Background: an optimization exercise with open tools, aiming at small area, a short achievable clock period and few clock cycles. Do not read the settings as production practice.
At most, simulation tests tie the RTL to the original design; equivalence was not proved.

Setup of main:
==> module jt900h_div, before the edit <==
module jt900h_div(
    input             rst,
    input             clk,
    input             cen,
    input      [31:0] op0,  
    input      [15:0] op1,  
    input             len,
    input             start,
    input             sign,
    output     [15:0] quot,
    output     [15:0] rem,
    output reg        busy,
    output            v
);
localparam STEPS = 4;
localparam NQL = 32/STEPS;  
reg  [15:0] r, s, d;     
reg         dc;          
reg  [ 2:0] cnt;
reg         lng;
wire        sign0 = len ? op0[31] : op0[15];
wire        sign1 = len ? op1[15] : op1[7];
wire        neg0  = sign & sign0;
wire        neg1  = sign & sign1;
wire [31:0] a     = neg0 ? -op0 : op0;           
wire [15:0] dn    = len ? op1 ^ {16{~neg1}} : { 8'hff, op1[7:0] ^ {8{~neg1}} };
wire [15:0] ahi   = len ? a[31:16] : { 8'd0, a[15:8] };
wire [16:0] cmp0  = { 1'b0, ahi } + { 1'b1, dn } + { 16'd0, ~neg1 };
wire        long0 = ~cmp0[16];
wire [15:0] rs [0:STEPS];
wire [15:0] ss [0:STEPS];
assign rs[0] = r;
assign ss[0] = s;
genvar g;
generate
    for( g=0; g<STEPS; g=g+1 ) begin : steps
        wire [16:0] t = { rs[g], ss[g][15] };
        wire [16:0] dif;
        wire        co;
        jt900h_add17 u_sub( .a(t), .b({ 1'b1, d }), .ci(dc), .s(dif), .co(co) );
        assign ss[g+1] = { ss[g][14:0], ~dif[16] };
        assign rs[g+1] = dif[16] ? t[15:0] : dif[15:0];
    end
endgenerate
wire [15:0] rr = rs[STEPS];
wire [15:0] sx = ss[STEPS];
always @(posedge clk) begin
    if( start ) begin
        d   <= dn;
        dc  <= ~neg1;
        lng <= long0;
        r   <= long0 ? 16'd0 : ahi;
        s   <= len ? ( long0 ? a[31:16] : a[15:0] ) : ( long0 ? a[15:0] : { a[7:0], 8'd0 } );
        cnt <= len ? ( long0 ? NQL-1 : NQL/2-1 ) : ( long0 ? NQL/2-1 : NQL/4-1 );
    end else begin
        r   <= rr;
        s   <= ( len && lng && cnt==NQL/2 ) ? a[15:0] : sx;
        cnt <= cnt - 1'd1;
    end
end
always @(posedge clk or posedge rst) begin
    if( rst )
        busy <= 0;
    else
        busy <= start | ( busy && cnt!=0 );
end
wire rsi = sign & (sign0 ^ sign1);
assign quot = rsi  ? -s : s;
assign rem  = neg0 ? -r : r;
assign v    = lng | ( sign & ( len ? s[15] : s[7] ) );
endmodule
export LEC_CHECK = 0
export CAP_MARGIN = 20
export CORE_MARGIN = 2
export CORE_UTILIZATION = 55
export PLACE_DENSITY = 0.7
export SETUP_SLACK_MARGIN = 4
export SLEW_MARGIN = 20
create_clock -name core_clock -period 17.0 [get_ports {clk}]
standard.sh (not shown) runs the stock make flow with config.mk's settings and CLKGATE_MAP_FILE= SYNTH_SCRIPT=/design/flow/synth_recipe.tcl, a recipe that flattens the netlist after the stock synthesis.
==> flow/flow/run.sh <==
#!/bin/bash
# The standard layout, with plain buf_1 cells as the port buffers instead
# of the delay buffers buffer_ports picks by default. Every other step is the
# standard one. make's output goes to std_flow.log; ORFS keeps each step's log
# under orfs/logs.
set -euo pipefail
export BUFFER_PORTS_ARGS="-buffer_cell sky130_fd_sc_hd__buf_1"
bash standard.sh finish > std_flow.log 2>&1
Testbench counts of main, summed over its fixed seeds: cycles 34,238.
Here is what was changed in the inputs of the feature branch compared with main.
diff --git a/flow/design.v b/flow/design.v
--- a/flow/design.v
+++ b/flow/design.v
@@ -58,10 +58,13 @@
 wire [31:0] a     = neg0 ? -op0 : op0;           
 wire [15:0] dn    = len ? op1 ^ {16{~neg1}} : { 8'hff, op1[7:0] ^ {8{~neg1}} };
 wire [15:0] ahi   = len ? a[31:16] : { 8'd0, a[15:8] };
 wire [16:0] cmp0  = { 1'b0, ahi } + { 1'b1, dn } + { 16'd0, ~neg1 };
 wire        long0 = ~cmp0[16];
+wire [15:0] alo   = len ? a[15:0] : { 8'd0, a[7:0] };
+wire [16:0] cmpz  = { 1'b0, alo } + { 1'b1, dn } + { 16'd0, ~neg1 };
+wire        zq0   = ahi==0 && cmpz[16];
 wire [15:0] rs [0:STEPS];
 wire [15:0] ss [0:STEPS];
 assign rs[0] = r;
 assign ss[0] = s;
 genvar g;
@@ -80,12 +83,12 @@
 always @(posedge clk) begin
     if( start ) begin
         d   <= dn;
         dc  <= ~neg1;
         lng <= long0;
-        r   <= long0 ? 16'd0 : ahi;
-        s   <= len ? ( long0 ? a[31:16] : a[15:0] ) : ( long0 ? a[15:0] : { a[7:0], 8'd0 } );
+        r   <= zq0 ? alo : long0 ? 16'd0 : ahi;
+        s   <= zq0 ? 16'd0 : len ? ( long0 ? a[31:16] : a[15:0] ) : ( long0 ? a[15:0] : { a[7:0], 8'd0 } );
         cnt <= len ? ( long0 ? NQL-1 : NQL/2-1 ) : ( long0 ? NQL/2-1 : NQL/4-1 );
     end else begin
         r   <= rr;
         s   <= ( len && lng && cnt==NQL/2 ) ? a[15:0] : sx;
         cnt <= cnt - 1'd1;
@@ -93,11 +96,11 @@
 end
 always @(posedge clk or posedge rst) begin
     if( rst )
         busy <= 0;
     else
-        busy <= start | ( busy && cnt!=0 );
+        busy <= ( start & ~zq0 ) | ( busy && cnt!=0 );
 end
 wire rsi = sign & (sign0 ^ sign1);
 assign quot = rsi  ? -s : s;
 assign rem  = neg0 ? -r : r;
 assign v    = lng | ( sign & ( len ? s[15] : s[7] ) );
On the feature branch: placement-stage worst setup slack is 0.50 ns lower than what main gave. The feature branch — largest net degree at the start of global routing 6 higher, main as reference. main → the feature branch: cell area after synthesis went up 5.4%; met3 usage in global routing went up 1.3 points. Number of stages on the worst setup path (lower): main. Of the feature branch and main, the higher setup slack belongs to main. Compared main against the feature branch; sequential share of layout area within noise.
For the feature branch, only the layout was checked, not whether the RTL still works.

-- port drivers added, routing unchanged --
The results above use ideal ports. As a check the final layouts listed here were re-extracted and re-timed, cells and wires unchanged. Step 1 assumes that a clkbuf_16 drives the clock port and a buf_2 every other input. Step 2 adds t to the input delays and takes it off the output delays; t is the mean of the earliest and latest rising clock arrival at the registers after step 1. Input paths then give back, and output paths get back, about the clock's delay inside the block. Three values: ideal ports, drivers, drivers and shift; two values: the first two.
run | shift t [ns] | setup WS [ns] | worst data-port slew with drivers (ns)
main | 0.342 | 4.086 / 4.039 / 4.039 | 0.13
the feature branch | 0.355 | 3.699 / 3.666 / 3.666 | 0.11
After both steps setup and hold are still met in every run listed. The setup slack of main, which loses most, moves by -0.047 ns with the drivers and by -0.047 ns with both steps.
